What follows belongs to an exercise in optimizing a design on an open flow for small area; a production flow would make more cautious choices. Function was checked by simulation only, so behaviour that the tests miss may differ from the original. Power and IR drop assume default switching activity. The flow treats the clock pin as an ideal source, which a real chip does not have.

<file path="design/flow/flow/run.sh">
#!/bin/bash
# Own layout flow: the standard layout (standard.sh), with these changes.
#  1. After the standard synthesis, the combinational logic between the
#     registers is mapped again by ABC for area (remap.tcl).  The registers
#     stay as the standard synthesis made them: same instances, names and
#     cell types.
#  2. Placement buffers the ports with sky130_fd_sc_hd__buf_1 cells.
#  3. If the routed layout still has an antenna violation, placement and
#     routing are run again with the placement density moved by 0.01.
# Each tool's output goes to a log file of its own in this folder.
set -euo pipefail
R=orfs/results/${FLOW_PLATFORM}/SecA2B_n3k32_1/base
REP=orfs/reports/${FLOW_PLATFORM}/SecA2B_n3k32_1/base
LIB=${FLOW_HOME}/platforms/${FLOW_PLATFORM}/lib/sky130_fd_sc_hd__tt_025C_1v80.lib

bash standard.sh synth > 1_synth_standard.log 2>&1
cp ${R}/1_2_yosys.v ${R}/1_2_yosys_standard.v

REMAP_IN=${R}/1_2_yosys_standard.v REMAP_OUT=${R}/1_2_yosys.v REMAP_LIB=${LIB} \
  REMAP_ABC=flow/area.abc REMAP_TOP=${FLOW_TOP} \
  yosys -c flow/remap.tcl > 1_remap_yosys.log 2>&1
rm -f ${R}/1_synth.odb

export BUFFER_PORTS_ARGS="-buffer_cell sky130_fd_sc_hd__buf_1"
PD=$(sed -n 's/^export PLACE_DENSITY = //p' config.mk)
PD=${PD:-0.6}
n=0
for d in 0 -0.01 0.01 -0.02 0.02; do
  n=$((n + 1))
  dens=$(python3 -c "print(round(${PD} + (${d}), 3))")
  bash standard.sh PLACE_DENSITY=${dens} route > 2_layout_try${n}.log 2>&1
  if ! grep -q VIOLATED ${REP}/drt_antennas.log; then
    break
  fi
  # placement onwards again, at the next density
  rm -f ${R}/3_3_* ${R}/3_4_* ${R}/3_5_* ${R}/3_place.* ${R}/4_* ${R}/5_*
done
bash standard.sh PLACE_DENSITY=${dens} finish > 3_finish_standard.log 2>&1
</file>
<file path="design/flow/flow/area.abc">
strash
dch
map -a
topo
</file>
<file path="design/flow/flow/remap.tcl">
# Map the combinational logic of the standard synthesis netlist again, for
# area.  Sequential cells and tie cells are kept as black boxes, so every
# register keeps its instance name, cell type and connections.
yosys -import
read_liberty -overwrite -ignore_miss_func -setattr liberty_cell $::env(REMAP_LIB)
read_verilog -overwrite $::env(REMAP_IN)
hierarchy -top $::env(REMAP_TOP)
setattr -mod -set blackbox 1 sky130_fd_sc_hd__df* sky130_fd_sc_hd__edf* sky130_fd_sc_hd__sdf* sky130_fd_sc_hd__sedf* sky130_fd_sc_hd__dl* sky130_fd_sc_hd__conb*
tee -o remap_before.txt stat
flatten
opt_clean -purge
techmap
opt -fast -purge
abc -liberty $::env(REMAP_LIB) -script $::env(REMAP_ABC) \
  -dont_use sky130_fd_sc_hd__probe_p_8 -dont_use sky130_fd_sc_hd__probec_p_8 \
  -dont_use *lpflow* -dont_use *clkdlybuf* -dont_use *dlygate* -dont_use *dlymetal*
opt_clean -purge
hilomap -singleton -hicell sky130_fd_sc_hd__conb_1 HI -locell sky130_fd_sc_hd__conb_1 LO
splitnets
opt_clean -purge
insbuf -buf sky130_fd_sc_hd__buf_4 A X
yosys rename -enumerate -pattern remap_%_ w:$* c:$*
tee -o remap_after.txt stat
check
write_verilog -noattr -nohex -nodec $::env(REMAP_OUT)
</file>
<file path="design/flow/standard.sh">
#!/bin/bash
# synth_recipe.tcl (not shown) runs the flow's synth.tcl, then flattens the netlist and writes it again
# the make line also repeats each setting of config.mk as NAME=value (left out here)
make -C /OpenROAD-flow-scripts/flow DESIGN_CONFIG=/design/flow/config.mk WORK_HOME=/design/flow/orfs CLKGATE_MAP_FILE= SYNTH_SCRIPT=/design/flow/synth_recipe.tcl "${@:-finish}"
</file>
<file path="design/flow/config.mk">
export PLATFORM = sky130hd
export DESIGN_NAME = SecA2B_n3k32_1
export DESIGN_NICKNAME = SecA2B_n3k32_1
export VERILOG_FILES = /design/flow/design.v
export SDC_FILE = /design/flow/constraint.sdc
export NUM_CORES = 8
export LEC_CHECK = 0
export CAP_MARGIN = 20
export CORE_MARGIN = 2
export CORE_UTILIZATION = 70
export CTS_CLUSTER_DIAMETER = 100
export CTS_CLUSTER_SIZE = 30
export PLACE_DENSITY = 0.78
export SETUP_SLACK_MARGIN = 0.05
export SLEW_MARGIN = 20
</file>
<file path="design/flow/constraint.sdc">
create_clock -name core_clock -period 5.0 [get_ports {clk_i}]
set_input_delay 1.0000 -clock core_clock [delete_from_list [all_inputs] [get_ports {clk_i}]]
set_output_delay 1.0000 -clock core_clock [all_outputs]
set_load 0.01 [all_outputs]
</file>
<file path="design/flow/design.v">
`default_nettype none
`timescale 1ns/1ps
module lix_and  #(
    parameter  W = 32
  )(
    input  wire [W-1:0] i_x,
    input  wire [W-1:0] i_y,
    output wire [W-1:0] o_z);
  genvar i;
  generate
  for (i = 0 ; i < W ; i = i + 1)begin: GAND
    assign o_z[i] = i_x[i] & i_y[i];
  end
  endgenerate
endmodule
`default_nettype none
`timescale 1ns/1ps
module lix_not #(
    parameter  W = 32
  )(
    input  wire  [W-1:0] i_x,
    output wire  [W-1:0] o_z);
  genvar i;
  generate
  for (i = 0 ; i < W ; i = i + 1)begin: GNOT
    assign o_z[i] = ~ i_x[i];
  end
  endgenerate
endmodule
`default_nettype none
`timescale 1ns/1ps
module lix_or  #(
    parameter  W = 32
  )(
    input  wire [W-1:0] i_x,
    input  wire [W-1:0] i_y,
    output wire [W-1:0] o_z);
  genvar i;
  generate
  for (i = 0 ; i < W ; i = i + 1)begin: GOR
    assign o_z[i] = i_x[i] | i_y[i];
  end
  endgenerate
endmodule
`default_nettype none
`timescale 1ns/1ps
module lix_reg #(
    parameter  W = 32
  )(
    input  wire          clk_i,
    input  wire          i_en,
    input  wire  [W-1:0] i_x,
    output reg   [W-1:0] o_z);
  always @(posedge clk_i) begin
    if (i_en) o_z <= i_x;
  end
endmodule
module lix_vreg (
    input  wire clk_i,
    input  wire rst_ni,
    input  wire i_en,
    input  wire i_x,
    output reg  o_z);
  always @(negedge rst_ni or posedge clk_i) begin
    if (~rst_ni)   o_z <= 1'b0;
    else if (i_en) o_z <= i_x;
  end
endmodule
`default_nettype none
`timescale 1ns/1ps
module lix_shr0 #(
    parameter  W = 32   ,
    parameter  N = 2
  )(
    input  wire          clk_i,
    input  wire          i_en,
    input  wire  [W-1:0] i_x,
    output wire  [W-1:0] o_z);
  wire [W-1:0] data [N:0];
  assign data[0] = i_x;
  genvar i;
  generate
    for (i = 0 ; i < N ; i = i + 1) begin: GDAT
      lix_reg #(.W(W)) u_reg_dat (
        .clk_i (clk_i),
        .i_en  (i_en),
        .i_x   (data[i]),
        .o_z   (data[i+1]));
    end
  endgenerate
  assign o_z = data[N];
endmodule
`default_nettype none
`timescale 1ns/1ps
module lix_shr1 #(
    parameter  N = 2
  )(
    input  wire          clk_i,
    input  wire          rst_ni,
    input  wire          i_en,
    input  wire          i_vld,
    output wire  [N:0]   o_vld);
  assign o_vld[0] = i_vld;
  genvar i;
  generate
    for (i = 0 ; i < N ; i = i + 1) begin: GVLD
      lix_vreg u_reg_vld (
        .clk_i  (clk_i),
        .rst_ni (rst_ni),
        .i_en   (i_en),
        .i_x    (o_vld[i]),
        .o_z    (o_vld[i+1]));
    end
  endgenerate
endmodule
`default_nettype none
`timescale 1ns/1ps
module lix_xor  #(
    parameter  W = 32
  )(
    input  wire [W-1:0] i_x,
    input  wire [W-1:0] i_y,
    output wire [W-1:0] o_z);
  genvar i;
  generate
  for (i = 0 ; i < W ; i = i + 1)begin: GXOR
    assign o_z[i] = i_x[i] ^ i_y[i];
  end
  endgenerate
endmodule
`default_nettype none
`timescale 1ns/1ps
module SecCSATree_n3k32(
    input  wire        clk_i,
    input  wire        i_en,
    input  wire [95:0] i_n,
    input  wire [95:0] i_x,
    output wire [95:0] o_s,
    output wire [95:0] o_c);
  wire [95:0] y1 = {32'd0, 32'd0, i_x[0+:32]};
  wire [95:0] y2 = {32'd0, i_x[32+:32], 32'd0};
  wire [95:0] y3 = {i_x[64+:32], 32'd0, 32'd0};
  SecCSA_n3k32 #(.YZ({32'd0, 32'hFFFF_FFFF, 32'd0}),
                 .KP({64'd0, 32'hFFFF_FFFF})) u0_SecCSA_n3k32 (
    .clk_i  (clk_i),
    .i_en   (i_en),
    .i_n    (i_n[0+:96]),
    .i_x    (y1),
    .i_y    (y2),
    .i_c_in (y3),
    .o_s    (o_s),
    .o_c    (o_c));
endmodule
`default_nettype none
`timescale 1ns/1ps
module SecAnd_PINI1_n3k32_1 #(
    parameter [95:0] YZ = 96'd0,
    parameter [95:0] KP = 96'd0
  )(
    input  wire        clk_i,
    input  wire        i_en,
    input  wire [95:0] i_n,
    input  wire [95:0] i_x,
    input  wire [95:0] i_y,
    output wire [95:0] o_c);
  localparam [17:0] LJ = {3'd2, 3'd2, 3'd1, 3'd1, 3'd0, 3'd0};
  localparam [17:0] LI = {3'd1, 3'd0, 3'd2, 3'd0, 3'd2, 3'd1};
  localparam [17:0] LQ = {3'd2, 3'd1, 3'd2, 3'd0, 3'd1, 3'd0};
  wire [95:0] xd;
  wire [95:0] yd;
  wire [95:0] r;
  lix_reg #(.W(96)) u_xd (.clk_i(clk_i), .i_en(i_en), .i_x(i_x), .o_z(xd));
  lix_reg #(.W(96)) u_yd (.clk_i(clk_i), .i_en(i_en), .i_x(i_y), .o_z(yd));
  lix_reg #(.W(96)) u_r  (.clk_i(clk_i), .i_en(i_en), .i_x(i_n), .o_z(r));
  wire [95:0] kn;       
  wire [95:0] rr;        
  wire [191:0] z;        
  wire [95:0] knr;
  lix_reg #(.W(96)) u_k  (.clk_i(clk_i), .i_en(i_en), .i_x(~(xd & yd) ^ KP), .o_z(knr));
  assign kn = (knr ^ KP) | YZ;    
  lix_reg #(.W(96)) u_rr (.clk_i(clk_i), .i_en(i_en), .i_x(r), .o_z(rr));
  genvar m, b;
  generate
    for (m = 0; m < 6; m = m + 1) begin: GL
      localparam integer J = LJ[3*m +: 3];
      localparam integer I = LI[3*m +: 3];
      localparam integer Q = LQ[3*m +: 3];
      for (b = 0; b < 32; b = b + 1) begin: GB
        if (YZ[32*I + b]) begin: GDEG
          assign z[32*m + b] = rr[32*Q + b];
        end else begin: GFULL
          wire v, un, tn;
          lix_reg #(.W(1)) u_v (.clk_i(clk_i), .i_en(i_en),
                                .i_x(i_y[32*I + b] ^ i_n[32*Q + b]), .o_z(v));
          lix_reg #(.W(1)) u_u (.clk_i(clk_i), .i_en(i_en),
                                .i_x(~(~xd[32*J + b] & r[32*Q + b])), .o_z(un));
          lix_reg #(.W(1)) u_t (.clk_i(clk_i), .i_en(i_en),
                                .i_x(~(xd[32*J + b] & v)), .o_z(tn));
          assign z[32*m + b] = ~(un & tn);
        end
      end
    end
  endgenerate
  assign o_c[ 0+:32] = ~kn[ 0+:32] ^ z[ 0+:32] ^ z[ 32+:32];
  assign o_c[32+:32] = ~kn[32+:32] ^ z[64+:32] ^ z[ 96+:32];
  assign o_c[64+:32] = ~kn[64+:32] ^ z[128+:32] ^ z[160+:32];
endmodule
`default_nettype none
`timescale 1ns/1ps
module SecCSA_n3k32 #(
    parameter [95:0] YZ = 96'd0,
    parameter [95:0] KP = 96'd0
  )(
    input  wire        clk_i,
    input  wire        i_en,
    input  wire [95:0] i_n,
    input  wire [95:0] i_x,
    input  wire [95:0] i_y,
    input  wire [95:0] i_c_in,
    output wire [95:0] o_c,
    output wire [95:0] o_s);
  wire [95:0] a   = i_x ^ i_y;
  wire [95:0] s   = a ^ i_c_in;
  wire [95:0] w   = i_x ^ i_c_in;
  wire [95:0] v;
  wire [95:0] sd;
  wire [95:0] xd;
  wire [95:0] xxv;
  SecAnd_PINI1_n3k32_1 #(.YZ(YZ), .KP(KP)) u3_SecAnd_PINI1_n3k32_1 (
    .clk_i (clk_i),
    .i_en  (i_en),
    .i_n   (i_n),
    .i_x   (a),
    .i_y   (w),
    .o_c   (v));
  lix_shr0 #(.W(96), .N(2)) u4_lix_shr0 (
    .clk_i (clk_i), .i_en (i_en), .i_x (s), .o_z (sd));
  lix_shr0 #(.W(96), .N(2)) u5_lix_shr0 (
    .clk_i (clk_i), .i_en (i_en), .i_x (i_x), .o_z (xd));
  assign xxv = xd ^ v;
  assign o_c[ 0+:32] = xxv[ 0+:32] << 1;
  assign o_c[32+:32] = xxv[32+:32] << 1;
  assign o_c[64+:32] = xxv[64+:32] << 1;
  assign o_s = sd;
endmodule
`default_nettype none
`timescale 1ns/1ps
module SecKSA_1l_n3k32   #(
    parameter  SHIFT = 1,
    parameter  POW = 2**SHIFT
  )(
    input  wire         clk_i,
    input  wire         i_en,
    input  wire [191:0] i_n,
    input  wire  [95:0] i_p,
    input  wire  [95:0] i_g,
    output wire  [95:0] o_p,
    output wire  [95:0] o_g);
  localparam [31:0] LOW = (32'd1 << POW) - 32'd1;
  wire [95:0] tmp1;
  wire [95:0] tmp2;
  wire [95:0] a1;
  wire [95:0] gd;
  assign tmp1[ 0+:32] = i_g[ 0+:32] << POW;
  assign tmp1[32+:32] = i_g[32+:32] << POW;
  assign tmp1[64+:32] = i_g[64+:32] << POW;
  assign tmp2[ 0+:32] = i_p[ 0+:32] << POW;
  assign tmp2[32+:32] = i_p[32+:32] << POW;
  assign tmp2[64+:32] = i_p[64+:32] << POW;
  SecAnd_PINI1_n3k32_1 #(.YZ({3{LOW}})) u0_SecAnd_PINI1_n3k32_1 (
    .clk_i (clk_i),
    .i_en  (i_en),
    .i_n   (i_n[0+:96]),
    .i_x   (i_p),
    .i_y   (tmp1),
    .o_c   (a1));
  SecAnd_PINI1_n3k32_1 #(.YZ({3{LOW}})) u1_SecAnd_PINI1_n3k32_0 (
    .clk_i (clk_i),
    .i_en  (i_en),
    .i_n   (i_n[96+:96]),
    .i_x   (i_p),
    .i_y   (tmp2),
    .o_c   (o_p));
  lix_shr0 #(.W(96), .N(2)) u2_lix_shr0 (
    .clk_i (clk_i), .i_en (i_en), .i_x (i_g), .o_z (gd));
  assign o_g = gd ^ a1;
endmodule
`default_nettype none
`timescale 1ns/1ps
module SecKSA_n3k32_1(
    input  wire         clk_i,
    input  wire         i_en,
    input  wire [959:0] i_n,
    input  wire  [95:0] i_x,
    input  wire  [95:0] i_y,
    output wire  [95:0] o_z);
  wire [95:0] p = i_x ^ i_y;
  wire [95:0] pd;        
  wire [95:0] pz;        
  wire [95:0] g;
  wire [479:0] pl;
  wire [479:0] gl;
  wire [95:0] tmp;
  wire [95:0] a;
  wire [95:0] gd;
  wire [95:0] ga;
  wire [95:0] gals;
  lix_shr0 #(.W(96), .N(2))  u1_lix_shr0 (
    .clk_i (clk_i), .i_en (i_en), .i_x (p),  .o_z (pd));
  lix_shr0 #(.W(96), .N(10)) u10_lix_shr0 (
    .clk_i (clk_i), .i_en (i_en), .i_x (pd), .o_z (pz));
  SecAnd_PINI1_n3k32_1 #(.YZ({3{32'h1}})) u2_SecAnd_PINI1_n3k32_1 (
    .clk_i (clk_i),
    .i_en  (i_en),
    .i_n   (i_n[0+:96]),
    .i_x   (i_x),
    .i_y   (i_y),
    .o_c   (g));
  assign pl[0+:96] = pd;
  assign gl[0+:96] = g;
  genvar l;
  generate
    for (l = 0; l < 4; l = l + 1) begin: GLAYER
      SecKSA_1l_n3k32 #(.SHIFT(l)) u_SecKSA_1l_n3k32 (
        .clk_i (clk_i),
        .i_en  (i_en),
        .i_n   (i_n[96 + 192*l +: 192]),
        .i_p   (pl[96*l +: 96]),
        .i_g   (gl[96*l +: 96]),
        .o_p   (pl[96*(l+1) +: 96]),
        .o_g   (gl[96*(l+1) +: 96]));
    end
  endgenerate
  assign tmp[ 0+:32] = gl[384+:32] << 16;
  assign tmp[32+:32] = gl[416+:32] << 16;
  assign tmp[64+:32] = gl[448+:32] << 16;
  SecAnd_PINI1_n3k32_1 #(.YZ({3{32'hFFFF}})) u8_SecAnd_PINI1_n3k32_1 (
    .clk_i (clk_i),
    .i_en  (i_en),
    .i_n   (i_n[864+:96]),
    .i_x   (pl[384+:96]),
    .i_y   (tmp),
    .o_c   (a));
  lix_shr0 #(.W(96), .N(2)) u7_lix_shr0 (
    .clk_i (clk_i), .i_en (i_en), .i_x (gl[384+:96]), .o_z (gd));
  assign ga = gd ^ a;
  assign gals[ 0+:32] = ga[ 0+:32] << 1;
  assign gals[32+:32] = ga[32+:32] << 1;
  assign gals[64+:32] = ga[64+:32] << 1;
  assign o_z = pz ^ gals;
endmodule
`timescale 1ns/1ps
module SecA2B_n3k32_1(
    input  wire          clk_i,
    input  wire          rst_ni,
    input  wire          i_dvld,
    input  wire          i_rvld,
    input  wire [1055:0] i_n,
    input  wire   [95:0] i_a,
    output wire   [95:0] o_z,
    output wire          o_dvld);
wire     [95:0] s;
wire     [95:0] c;
wire     [14:0] vld;
lix_shr1 #(.N(14)) u_vld (
    .clk_i  (clk_i),
    .rst_ni (rst_ni),
    .i_en   (i_rvld),
    .i_vld  (i_dvld),
    .o_vld  (vld));
assign o_dvld = vld[14];
SecCSATree_n3k32
  u0_SecCSATree_n3k32
   (.clk_i  (clk_i),
    .i_en   (i_rvld),
    .i_n    (i_n[0+:96]),
    .i_x    (i_a),
    .o_s    (s),
    .o_c    (c));
SecKSA_n3k32_1
  u1_SecKSA_n3k32_1
   (.clk_i  (clk_i),
    .i_en   (i_rvld),
    .i_n    (i_n[96+:960]),
    .i_x    (s),
    .i_y    (c),
    .o_z    (o_z));
endmodule
</file>
==> results of run 1 <==
-- routing by layer --
metal | routed length, µm | up-vias | GRT usage [%]
li1 | - | 70830 | -
met3 | 57100 | 1093 | 5.56
met5 | 1260 | - | 0
met4 | 18800 | 200 | 7.00
met1 | 245000 | 74734 | 35.8
met2 | 314000 | 4604 | 42.9
-- through the flow --
stage	utilization [%]	area, µm²	cells	worst slack [ns]	power [W]
floorplan	-	338000	19314	3.04	0.113
global placement	73.2	353000	27074	1.64	0.121
detailed placement	73.2	353000	27074	1.63	0.122
CTS	75.2	362000	27479	1.04	0.156
global route	75.2	362000	27530	1.04	0.161
finish	75.3	363000	27650	1.11	0.155
-- path summary, 6_finish.rpt --
check                                              end  slack, ns
max in group asynchronous  u_vld.GVLD[3].u_reg_vld.o_z       3.90
max reg2reg                                       flop       2.90
max                                            o_z[88]       1.11
min                                               flop       0.14
min reg2reg                                       flop       0.42
min in group asynchronous  u_vld.GVLD[7].u_reg_vld.o_z       0.60
-- cell usage in the layout (no fill, tap or decap), drive strengths merged, types with 9 or more instances in the layout --
cell and instances:
buf 1337, clkbuf 388, clkinv 537, dfrtp 14, diode 171, edfxtp 9345
inv 9, nand2 5462, or2 31, xnor2 963, xor2 2946
-- what timing repair did --
action	CTS	global route
resized for setup	0	0
hold buffers	1	0
endpoints found under the hold margin	14	0
-- layout make-up --
type                       instances  area, µm²  share of cell area [%]
antenna                          171        428                   0.118
clock buffer                     387       9260                    2.55
clock inverter                    17        253                  0.0697
inverter                         530       1990                   0.548
multi-input combinational       9422      55200                    15.2
sequential                      9359     281000                    77.4
tap                             6425       8040                    2.22
timing repair buffer            1339       6680                    1.84
-- power by group --
group	switching [W]	total [W]	internal, W
sequential	0.00477	0.104	0.0988
clock	0.0214	0.0348	0.0134
combinational	0.0114	0.0169	0.00552
==> summary.txt, run 1 <==
Placed design
  – Buffers on Ports: 1,129
  – DP Wirelength: 473,000 µm
  – GPL Wtd Cong: 0.856

Global route
  – Total gr overflow: 0
  – Global-route wire length before repair: 915,000 µm
  – Largest net degree at the start of global routing: 183
  – Vias in the first global route: 146k
  – Initial antenna violation count: 436
  – Gr usage total: 25.9%

Clocking
  – CTS sink cnt: 9,359
  – CTS tree: yes
  – H-tree Lvls: 5
  – Number of buffers created by CTS: 351
  – Clock-pin slew on the worst setup and hold paths: 0.11 ns
  – # Post-CTS Setup Buffers: 0
  – Later-pin clock latency in the skew report: 1.01 ns
  – CTS Root Cell: clkbuf_16
  – CTS max path bufs: 4

Setup path
  – CP max stage cell: xor2_1
  – CP required: 4.00 ns
  – Critical path startpoint category: flop
  – Critical path cell sequence: xnor2_1 -> xor2_1 -> xor2_1 -> buf_1
  – FF-to-FF path depth: 4
  – Buf+Inv Stages, Crit Path: 1
  – CP peak stage delay: 0.84 ns
  – Most frequent CP cell: xor2_1
  – CP Capture Type: output port
  – Peak fanout along the critical path: 1
  – CP delay by family, top: XOR/XNOR gates
  – Crit path DAT: 2.89 ns
  – WS Path Type: reg -> out
  – WP depth: 4

Routing
  – Vias after detailed routing: 151k
  – WL/cell: 23.0 µm
  – Via/cell ratio: 5.48
  – DRC Markers: 0
  – Routed Antenna Nets: 0
  – Final wirelength: 636,000 µm
  – Pre-antenna DRT Iters: 6
  – DRC violation total after the first TritonRoute iteration: 17.3k

Die
  – Row Count: 255
  – Die Area: 0.488 mm²
  – Number of I/O pins: 1,253
  – DIE HEIGHT: 699 µm
  – Initial core utilization: 70.2%
  – Die extent in x: 699 µm
  – Total core area: 0.482 mm²

STA
  – Worst Max-Slew Pin Slew: 1.20 ns
  – Count of final setup violators: 0
  – Slew HR: 19.6%
  – Count of final hold-check violations: 0
  – Max-slew violation count: 0
  – Tcrit/Tclk final: 77.7%
  – Fin Clk Skew: 0.0614 ns
  – TNS Setup: 0 ns
  – RSZ-0062 raised after global routing: false
  – Min Clock Period, post-route: 3.89 ns
  – Fmax: 257 MHz
  – Worst hold slack: 0.138 ns

Synth
  – Synth Instances: 19.3k
  – Synthesized cell area: 0.338 mm²
  – Mean Syn Cell Area: 17.5 µm²
  – Synth Net Count: 20.5k
  – YS warnings: 5

Worst hold path
  – Hold Startpoint: i_a[43]
  – Worst hold-check path type: in -> reg
  – Hold depth: 1

Layout
  – Ratio of cells with drive above 1 in the final layout: 3.06%
  – Area Overhead vs Synth: 7.33%
  – Nets: 22.2k
  – Fillcell total: 27.0k

Pwr
  – Worst vdd ir: 366 µV
  – PD cells: 428 mW/mm²
  – Leak: 125 nW

Run
  – Total of max-cap violations: 0

Outcome
  – Status: finished clean
==> inputs of run 2 (changes only) <==
--- a/design/flow/design.v
+++ b/design/flow/design.v
@@ -296,7 +296,8 @@
     output wire  [95:0] o_z);
   wire [95:0] p = i_x ^ i_y;
   wire [95:0] pd;        
-  wire [95:0] pz;        
+  wire [95:0] xd;        
+  wire [95:0] yd;        
   wire [95:0] g;
   wire [479:0] pl;
   wire [479:0] gl;
@@ -307,8 +308,10 @@
   wire [95:0] gals;
   lix_shr0 #(.W(96), .N(2))  u1_lix_shr0 (
     .clk_i (clk_i), .i_en (i_en), .i_x (p),  .o_z (pd));
-  lix_shr0 #(.W(96), .N(10)) u10_lix_shr0 (
-    .clk_i (clk_i), .i_en (i_en), .i_x (pd), .o_z (pz));
+  lix_shr0 #(.W(96), .N(12)) u10_lix_shr0 (
+    .clk_i (clk_i), .i_en (i_en), .i_x (i_x), .o_z (xd));
+  lix_shr0 #(.W(96), .N(12)) u11_lix_shr0 (
+    .clk_i (clk_i), .i_en (i_en), .i_x (i_y), .o_z (yd));
   SecAnd_PINI1_n3k32_1 #(.YZ({3{32'h1}})) u2_SecAnd_PINI1_n3k32_1 (
     .clk_i (clk_i),
     .i_en  (i_en),
@@ -347,7 +350,7 @@
   assign gals[ 0+:32] = ga[ 0+:32] << 1;
   assign gals[32+:32] = ga[32+:32] << 1;
   assign gals[64+:32] = ga[64+:32] << 1;
-  assign o_z = pz ^ gals;
+  assign o_z = xd ^ yd ^ gals;
 endmodule
 `timescale 1ns/1ps
 module SecA2B_n3k32_1(
==> summary.txt, run 2 <==
Outcome
  – Status: finished clean (unchanged)

STA
  – Count of final setup violators: 0 (unchanged)
  – Worst Max-Slew Pin Slew: 1.21 ns (was 1.20 ns)
  – Min Clock Period, post-route: 4.22 ns (was 3.89 ns)
  – Count of final hold-check violations: 0 (unchanged)
  – Tcrit/Tclk final: 84.4% (was 77.7%)
  – TNS Setup: 0 ns (unchanged)
  – RSZ-0062 raised after global routing: false (unchanged)
  – Slew HR: 19.1% (was 19.6%)
  – Max-slew violation count: 0 (unchanged)
  – Fmax: 237 MHz (was 257 MHz)
  – Fin Clk Skew: 0.0475 ns (was 0.0614 ns)

Global route
  – Total gr overflow: 0 (unchanged)
  – Global-route wire length before repair: 1,030,000 µm (was 915,000 µm)
  – Initial antenna violation count: 433 (was 436)
  – Largest net degree at the start of global routing: 156 (was 183)
  – Vias in the first global route: 161k (was 146k)
  – Gr usage total: 26.5% (was 25.9%)

Placed design
  – DP Wirelength: 542,000 µm (was 473,000 µm)
  – Buffers on Ports: 1,129 (unchanged)
  – Dpl cell area: 0.392 mm² (was 0.353 mm²)
  – GPL Wtd Cong: 0.867 (was 0.856)

Layout
  – Ratio of cells with drive above 1 in the final layout: 3.72% (was 3.06%)
  – Most common cell after layout, fill and taps aside: edfxtp_1 (unchanged)
  – Most frequent cells in the layout: 10.6k x edfxtp_1, 5,462 x nand2_1, 2,929 x xor2_1 (was 9,345 x edfxtp_1, 5,462 x nand2_1, 2,929 x xor2_1)
  – Area Overhead vs Synth: 7.56% (was 7.33%)
  – Final Cell Area: 0.403 mm² (was 0.363 mm²)
  – Reg area: 0.317 mm² (was 0.281 mm²)
  – Multi-input logic area: 0.0561 mm² (was 0.0552 mm²)
  – Fillcell total: 29.1k (was 27.0k)
  – Nets: 23.6k (was 22.2k)

Routing
  – DRC Markers: 0 (unchanged)
  – Final wirelength: 724,000 µm (was 636,000 µm)
  – WL/cell: 24.3 µm (was 23.0 µm)
  – Routed Antenna Nets: 0 (unchanged)
  – Vias after detailed routing: 166k (was 151k)
  – Pre-antenna DRT Iters: 6 (unchanged)
  – DRC violation total after the first TritonRoute iteration: 19.5k (was 17.3k)
  – Via/cell ratio: 5.58 (was 5.48)

Pwr
  – PD cells: 427 mW/mm² (was 428 mW/mm²)
  – Worst vdd ir: 437 µV (was 366 µV)
  – Leak: 138 nW (was 125 nW)

Clocking
  – Later-pin clock latency in the skew report: 1.03 ns (was 1.01 ns)
  – H-tree Lvls: 5 (unchanged)
  – PostCTS Resize Cnt: 0 (unchanged)
  – CTS tree: yes (unchanged)
  – CTS Root Cell: clkbuf_16 (unchanged)
  – Number of buffers created by CTS: 391 (was 351)
  – CTS max path bufs: 4 (unchanged)
  – Clock-pin slew on the worst setup and hold paths: 0.11 ns (about the same)
  – CTS sink cnt: 10.6k (was 9,359)

Setup path
  – Crit path DAT: 3.22 ns (was 2.89 ns)
  – CP required: 4.00 ns (about the same)
  – FF-to-FF path depth: 4 (unchanged)
  – Peak fanout along the critical path: 1 (unchanged)
  – WS Path Type: reg -> out (unchanged)
  – CP Capture Type: output port (unchanged)
  – Critical path startpoint category: flop (unchanged)
  – Reg2reg setup slack: 2.80 ns (was 2.90 ns)

Die
  – DIE HEIGHT: 736 µm (was 699 µm)
  – Die extent in x: 736 µm (was 699 µm)
  – Initial core utilization: 70.3% (was 70.2%)
  – Number of I/O pins: 1,253 (unchanged)
  – Total core area: 0.533 mm² (was 0.482 mm²)
  – Row Count: 268 (was 255)
  – Die Area: 0.542 mm² (was 0.488 mm²)

Synth
  – Synth Instances: 20.6k (was 19.3k)
  – YS warnings: 5 (unchanged)
  – Mean Syn Cell Area: 18.2 µm² (was 17.5 µm²)
  – Synth Net Count: 21.8k (was 20.5k)
  – Synthesized cell area: 0.375 mm² (was 0.338 mm²)

Run
  – Total of max-cap violations: 0 (unchanged)

Worst hold path
  – Hold Startpoint: i_a[55] (was i_a[43])
  – Worst hold-check path type: in -> reg (unchanged)
  – Hold depth: 1 (unchanged)
run 2: power by group:
part	internal, W	total [W]	switching [W]
logic	0.00574	0.0180	0.0123
clock network	0.0146	0.0385	0.0239
registers	0.111	0.116	0.00533
run 2: area by class of cell:
type,instances,share of cell area [%]
clock buffers,418,2.49
well taps,7020,2.18
diodes,224,0.139
flip-flops and latches,10565,78.6
repair buffers,1474,2.08
clock inverters,22,0.0822
multi-input cells,9512,13.9
inverters,530,0.493
run 2: repair_timing:
| action | 4_1_cts | 5_1_grt |
|---|---|---|
| hold buffers | 1 | 0 |
| setup buffers | 0 | 0 |
| hold endpoints to repair | 14 | 0 |
run 2: worst max-delay path by stage:
| stage | cells past startpoint | to | slack, ns | start |
|---|---|---|---|---|
| global placement | 4 | flop | 1.60 | i_rvld |
| detailed placement | 4 | o_z[26] | 1.74 | flop |
| global route | 4 | o_z[26] | 0.72 | flop |
| finish | 4 | o_z[26] | 0.78 | flop |
| CTS | 4 | o_z[26] | 0.55 | flop |
| floorplan | 3 | o_z[69] | 2.99 | flop |
run 2: worst max-delay path, stage by stage, from the launching register on:
cell and delay, ns:
edfxtp_1 0.43, xnor2_2 0.64, xnor2_1 0.26, xor2_1 0.63, buf_1 0.22
run 2: metal layers:
layer	routed length [µm]	GRT usage [%]
met5	1090	0
met4	26500	8.84
met2	357000	43.6
met1	277000	36.6
met3	62800	5.07
run 2: metrics by stage:
step | hold slack, ns | instances | setup slack [ns] | power [W] | utilization (%)
floorplan | 0.400 | 20610 | 2.99 | 0.125 | -
global placement | 0.400 | 29099 | 1.60 | 0.135 | 73.6
detailed placement | 0.405 | 29099 | 1.74 | 0.136 | 73.6
CTS | 0.0271 | 29540 | 0.554 | 0.173 | 75.5
global route | 0.0675 | 29613 | 0.724 | 0.178 | 75.6
finish | 0.136 | 29765 | 0.778 | 0.172 | 75.7
==> inputs of run 3 (changes only) <==
--- a/design/flow/design.v
+++ b/design/flow/design.v
@@ -140,8 +140,7 @@
   wire [95:0] y1 = {32'd0, 32'd0, i_x[0+:32]};
   wire [95:0] y2 = {32'd0, i_x[32+:32], 32'd0};
   wire [95:0] y3 = {i_x[64+:32], 32'd0, 32'd0};
-  SecCSA_n3k32 #(.YZ({32'd0, 32'hFFFF_FFFF, 32'd0}),
-                 .KP({64'd0, 32'hFFFF_FFFF})) u0_SecCSA_n3k32 (
+  SecCSA_n3k32 #(.KP({64'd0, 32'hFFFF_FFFF})) u0_SecCSA_n3k32 (
     .clk_i  (clk_i),
     .i_en   (i_en),
     .i_n    (i_n[0+:96]),
@@ -154,7 +153,6 @@
 `default_nettype none
 `timescale 1ns/1ps
 module SecAnd_PINI1_n3k32_1 #(
-    parameter [95:0] YZ = 96'd0,
     parameter [95:0] KP = 96'd0
   )(
     input  wire        clk_i,
@@ -173,12 +171,10 @@
   lix_reg #(.W(96)) u_yd (.clk_i(clk_i), .i_en(i_en), .i_x(i_y), .o_z(yd));
   lix_reg #(.W(96)) u_r  (.clk_i(clk_i), .i_en(i_en), .i_x(i_n), .o_z(r));
   wire [95:0] kn;       
-  wire [95:0] rr;        
   wire [191:0] z;        
   wire [95:0] knr;
   lix_reg #(.W(96)) u_k  (.clk_i(clk_i), .i_en(i_en), .i_x(~(xd & yd) ^ KP), .o_z(knr));
-  assign kn = (knr ^ KP) | YZ;    
-  lix_reg #(.W(96)) u_rr (.clk_i(clk_i), .i_en(i_en), .i_x(r), .o_z(rr));
+  assign kn = knr ^ KP;
   genvar m, b;
   generate
     for (m = 0; m < 6; m = m + 1) begin: GL
@@ -186,18 +182,14 @@
       localparam integer I = LI[3*m +: 3];
       localparam integer Q = LQ[3*m +: 3];
       for (b = 0; b < 32; b = b + 1) begin: GB
-        if (YZ[32*I + b]) begin: GDEG
-          assign z[32*m + b] = rr[32*Q + b];
-        end else begin: GFULL
-          wire v, un, tn;
-          lix_reg #(.W(1)) u_v (.clk_i(clk_i), .i_en(i_en),
-                                .i_x(i_y[32*I + b] ^ i_n[32*Q + b]), .o_z(v));
-          lix_reg #(.W(1)) u_u (.clk_i(clk_i), .i_en(i_en),
-                                .i_x(~(~xd[32*J + b] & r[32*Q + b])), .o_z(un));
-          lix_reg #(.W(1)) u_t (.clk_i(clk_i), .i_en(i_en),
-                                .i_x(~(xd[32*J + b] & v)), .o_z(tn));
-          assign z[32*m + b] = ~(un & tn);
-        end
+        wire v, un, tn;
+        lix_reg #(.W(1)) u_v (.clk_i(clk_i), .i_en(i_en),
+                              .i_x(i_y[32*I + b] ^ i_n[32*Q + b]), .o_z(v));
+        lix_reg #(.W(1)) u_u (.clk_i(clk_i), .i_en(i_en),
+                              .i_x(~(~xd[32*J + b] & r[32*Q + b])), .o_z(un));
+        lix_reg #(.W(1)) u_t (.clk_i(clk_i), .i_en(i_en),
+                              .i_x(~(xd[32*J + b] & v)), .o_z(tn));
+        assign z[32*m + b] = ~(un & tn);
       end
     end
   endgenerate
@@ -208,7 +200,6 @@
 `default_nettype none
 `timescale 1ns/1ps
 module SecCSA_n3k32 #(
-    parameter [95:0] YZ = 96'd0,
     parameter [95:0] KP = 96'd0
   )(
     input  wire        clk_i,
@@ -226,7 +217,7 @@
   wire [95:0] sd;
   wire [95:0] xd;
   wire [95:0] xxv;
-  SecAnd_PINI1_n3k32_1 #(.YZ(YZ), .KP(KP)) u3_SecAnd_PINI1_n3k32_1 (
+  SecAnd_PINI1_n3k32_1 #(.KP(KP)) u3_SecAnd_PINI1_n3k32_1 (
     .clk_i (clk_i),
     .i_en  (i_en),
     .i_n   (i_n),
@@ -256,7 +247,6 @@
     input  wire  [95:0] i_g,
     output wire  [95:0] o_p,
     output wire  [95:0] o_g);
-  localparam [31:0] LOW = (32'd1 << POW) - 32'd1;
   wire [95:0] tmp1;
   wire [95:0] tmp2;
   wire [95:0] a1;
@@ -267,14 +257,14 @@
   assign tmp2[ 0+:32] = i_p[ 0+:32] << POW;
   assign tmp2[32+:32] = i_p[32+:32] << POW;
   assign tmp2[64+:32] = i_p[64+:32] << POW;
-  SecAnd_PINI1_n3k32_1 #(.YZ({3{LOW}})) u0_SecAnd_PINI1_n3k32_1 (
+  SecAnd_PINI1_n3k32_1 u0_SecAnd_PINI1_n3k32_1 (
     .clk_i (clk_i),
     .i_en  (i_en),
     .i_n   (i_n[0+:96]),
     .i_x   (i_p),
     .i_y   (tmp1),
     .o_c   (a1));
-  SecAnd_PINI1_n3k32_1 #(.YZ({3{LOW}})) u1_SecAnd_PINI1_n3k32_0 (
+  SecAnd_PINI1_n3k32_1 u1_SecAnd_PINI1_n3k32_0 (
     .clk_i (clk_i),
     .i_en  (i_en),
     .i_n   (i_n[96+:96]),
@@ -312,7 +302,7 @@
     .clk_i (clk_i), .i_en (i_en), .i_x (i_x), .o_z (xd));
   lix_shr0 #(.W(96), .N(12)) u11_lix_shr0 (
     .clk_i (clk_i), .i_en (i_en), .i_x (i_y), .o_z (yd));
-  SecAnd_PINI1_n3k32_1 #(.YZ({3{32'h1}})) u2_SecAnd_PINI1_n3k32_1 (
+  SecAnd_PINI1_n3k32_1 u2_SecAnd_PINI1_n3k32_1 (
     .clk_i (clk_i),
     .i_en  (i_en),
     .i_n   (i_n[0+:96]),
@@ -337,7 +327,7 @@
   assign tmp[ 0+:32] = gl[384+:32] << 16;
   assign tmp[32+:32] = gl[416+:32] << 16;
   assign tmp[64+:32] = gl[448+:32] << 16;
-  SecAnd_PINI1_n3k32_1 #(.YZ({3{32'hFFFF}})) u8_SecAnd_PINI1_n3k32_1 (
+  SecAnd_PINI1_n3k32_1 u8_SecAnd_PINI1_n3k32_1 (
     .clk_i (clk_i),
     .i_en  (i_en),
     .i_n   (i_n[864+:96]),
==> summary.txt, run 3 <==
Outcome
  – Status: finished clean (unchanged)

Pwr
  – PD cells: 428 mW/mm² (was 427 mW/mm²)
  – Sw frac: 24.4% (was 24.1%)
  – Internal Power: 0.143 W (was 0.131 W)
  – Combinational power share: 10.7% (was 10.4%)
  – Worst vdd ir: 391 µV (was 437 µV)
  – Sw power: 0.0461 W (was 0.0415 W)
  – Share of total power in the clock network: 22.2% (was 22.3%)
  – Leak: 152 nW (was 138 nW)
  – Seq pwr share: 67.1% (was 67.2%)

Clocking
  – # hold bufs at CTS: 33 (was 1)
  – # Post-CTS Setup Buffers: 0 (unchanged)
  – CTS Root Cell: clkbuf_16 (unchanged)
  – CTS sink cnt: 11.6k (was 10.6k)
  – H-tree Lvls: 5 (unchanged)
  – Later-pin clock latency in the skew report: 1.12 ns (was 1.03 ns)
  – Clock-pin slew on the worst setup and hold paths: 0.11 ns (about the same)
  – CTS tree: yes (unchanged)
  – CTS max path bufs: 4 (unchanged)
  – Number of buffers created by CTS: 424 (was 391)
  – PostCTS Resize Cnt: 0 (unchanged)

Routing
  – Routed Antenna Nets: 0 (unchanged)
  – WL/cell: 24.5 µm (was 24.3 µm)
  – Vias after detailed routing: 185k (was 166k)
  – Final wirelength: 815,000 µm (was 724,000 µm)
  – Pre-antenna DRT Iters: 6 (unchanged)
  – DRC violation total after the first TritonRoute iteration: 21.3k (was 19.5k)
  – DRC Markers: 0 (unchanged)
  – Via/cell ratio: 5.57 (was 5.58)

Worst hold path
  – Worst hold-check path type: in -> reg (unchanged)

STA
  – Count of final hold-check violations: 0 (unchanged)
  – Min Clock Period, post-route: 4.46 ns (was 4.22 ns)
  – Slew HR: 17.9% (was 19.1%)
  – Count of final setup violators: 0 (unchanged)
  – Worst hold slack: 0.0873 ns (was 0.136 ns)
  – TNS Setup: 0 ns (unchanged)
  – Fmax: 224 MHz (was 237 MHz)
  – Tcrit/Tclk final: 89.3% (was 84.4%)
  – Worst Max-Slew Pin Slew: 1.22 ns (was 1.21 ns)
  – Max-slew violation count: 0 (unchanged)
  – Fin Clk Skew: 0.0784 ns (was 0.0475 ns)
  – RSZ-0062 raised after global routing: false (unchanged)

Setup path
  – Peak fanout along the critical path: 1 (unchanged)
  – CP Capture Type: output port (unchanged)
  – Reg2reg setup slack: 2.94 ns (was 2.80 ns)
  – Critical path cell sequence: xnor2_2 -> xor2_1 -> xor2_1 -> buf_1 (was xnor2_2 -> xnor2_1 -> xor2_1 -> buf_1)
  – Buf+Inv Stages, Crit Path: 1 (unchanged)
  – Critical path startpoint category: flop (unchanged)
  – CP max stage cell: xnor2_2 (unchanged)
  – CP peak stage delay: 0.89 ns (was 0.64 ns)
  – CP delay by family, top: XOR/XNOR gates (unchanged)
  – WS Path Type: reg -> out (unchanged)
  – Most frequent CP cell: xor2_1
  – Crit path DAT: 3.46 ns (was 3.22 ns)
  – CP required: 4.00 ns (about the same)

Die
  – Number of I/O pins: 1,253 (unchanged)
  – Row Count: 281 (was 268)
  – Initial core utilization: 70.3% (about the same)
  – Total core area: 0.586 mm² (was 0.533 mm²)
  – Die Area: 0.595 mm² (was 0.542 mm²)
  – DIE HEIGHT: 771 µm (was 736 µm)
  – Die extent in x: 771 µm (was 736 µm)

Placed design
  – Dpl cell area: 0.430 mm² (was 0.392 mm²)
  – GPL Wtd Cong: 0.881 (was 0.867)
  – Cells after DPL: 32.5k (was 29.1k)
  – Buffers on Ports: 1,219 (was 1,129)
  – DP Wirelength: 611,000 µm (was 542,000 µm)

Layout
  – Final Cell Area: 0.442 mm² (was 0.403 mm²)
  – Reg area: 0.347 mm² (was 0.317 mm²)
  – Layout Cells excl Fill: 33.2k (was 29.8k)
  – Nets: 26.3k (was 23.6k)
  – Final Core Density: 75.4% (was 75.7%)
  – Most frequent cells in the layout: 11.5k x edfxtp_1, 6,748 x nand2_1, 3,225 x xor2_1 (was 10.6k x edfxtp_1, 5,462 x nand2_1, 2,929 x xor2_1)
  – Multi-input logic area: 0.0628 mm² (was 0.0561 mm²)
  – Fillcell total: 32.4k (was 29.1k)
  – Ratio of cells with drive above 1 in the final layout: 2.93% (was 3.72%)
  – Most common cell after layout, fill and taps aside: edfxtp_1 (unchanged)
  – Area Overhead vs Synth: 7.20% (was 7.56%)

Global route
  – Gr usage total: 27.2% (was 26.5%)
  – Vias in the first global route: 177k (was 161k)
  – Total gr overflow: 0 (unchanged)
  – Largest net degree at the start of global routing: 204 (was 156)
  – Global-route wire length before repair: 1,150,000 µm (was 1,030,000 µm)
  – Initial antenna violation count: 504 (was 433)

Synth
  – Synth Instances: 23.2k (was 20.6k)
  – YS warnings: 5 (unchanged)
  – Mean Syn Cell Area: 17.7 µm² (was 18.2 µm²)
  – Synthesized cell area: 0.412 mm² (was 0.375 mm²)
  – Synth Net Count: 24.4k (was 21.8k)

Run
  – Total of max-cap violations: 0 (unchanged)
## run 3: per-stage QoR
step	power (W)	worst slack [ns]
2_1_floorplan	0.137	3.04
3_3_place_gp	0.148	1.60
3_5_place_dp	0.149	1.58
4_1_cts	0.190	0.381
5_1_grt	0.195	0.333
6_report	0.189	0.537
## run 3: area by class of cell
class / instances / share of cell area [%]
Antenna cell: 259 / 0.147
Sequential cell: 11559 / 78.6
Multi-Input combinational cell: 10993 / 14.2
Timing Repair Buffer: 1488 / 1.76
Inverter: 689 / 0.585
Clock inverter: 21 / 0.0836
Tap cell: 7782 / 2.20
Clock buffer: 432 / 2.45
## run 3: worst register-to-register path, stage by stage (launching register included)
cell      delay, ns
edfxtp_1       0.40
xor2_1         0.22
xor2_1         0.95
xor2_1         0.17
## run 3: power groups by stage
stage | Combinational [W] | Clock (W) | Sequential (W)
after CTS | 0.0204 | 0.0423 | 0.127
after floorplan | 0.0109 | 0 | 0.126
after global placement | 0.0195 | 0 | 0.129
after global routing | 0.0220 | 0.0452 | 0.128
final | 0.0202 | 0.0419 | 0.127
after detailed placement | 0.0202 | 0 | 0.129
## run 3: path summary, 6_finish.rpt
check | end | cells past startpoint | start
min in group asynchronous | u_vld.GVLD[0].u_reg_vld.o_z | 2 | rst_ni
max reg2reg | flop | 3 | flop
max in group asynchronous | u_vld.GVLD[6].u_reg_vld.o_z | 2 | rst_ni
min reg2reg | flop | 0 | flop
min | flop | 1 | i_n[707]
max | o_z[38] | 4 | flop
## run 3: per-layer routing
| metal | vias up | track usage [%] | wire, µm |
|---|---|---|---|
| met4 | 222 | 9.65 | 32500 |
| li1 | 85325 | - | - |
| met3 | 1362 | 5.63 | 75800 |
| met5 | - | 0 | 1470 |
| met2 | 6364 | 43.4 | 391000 |
| met1 | 91897 | 38.4 | 315000 |

## port drivers added, routing unchanged
No port has a modelled driver above. Below, the same layouts with a new extraction and two added sets of constraints.
Step 1: set_driving_cell puts a clkbuf_16 on clk_i and a buf_2 on each other input, an assumption about the parent block.
Step 2 also shifts input and output timing later by t, the mid clock arrival at the registers, as if the neighbouring blocks saw the same clock.
Three values: ideal, step 1, step 2; two values: the first two.
| run | shift t [ns] | slack for setup (ns) | worst hold slack (ns) | worst slew at a driven data input, ns |
|---|---|---|---|---|
| run 1 | 1.118 | 1.113 / 0.983 / 1.664 | 0.138 / 0.029 / 0.417 | 0.38 |
| run 2 | 1.145 | 0.778 / 0.643 / 1.788 | 0.136 / 0.024 / 0.410 | 0.39 |
| run 3 | 1.220 | 0.537 / 0.392 / 1.508 | 0.087 / -0.030 / 0.400 | 0.35 |
After both steps every run listed still meets setup and hold.
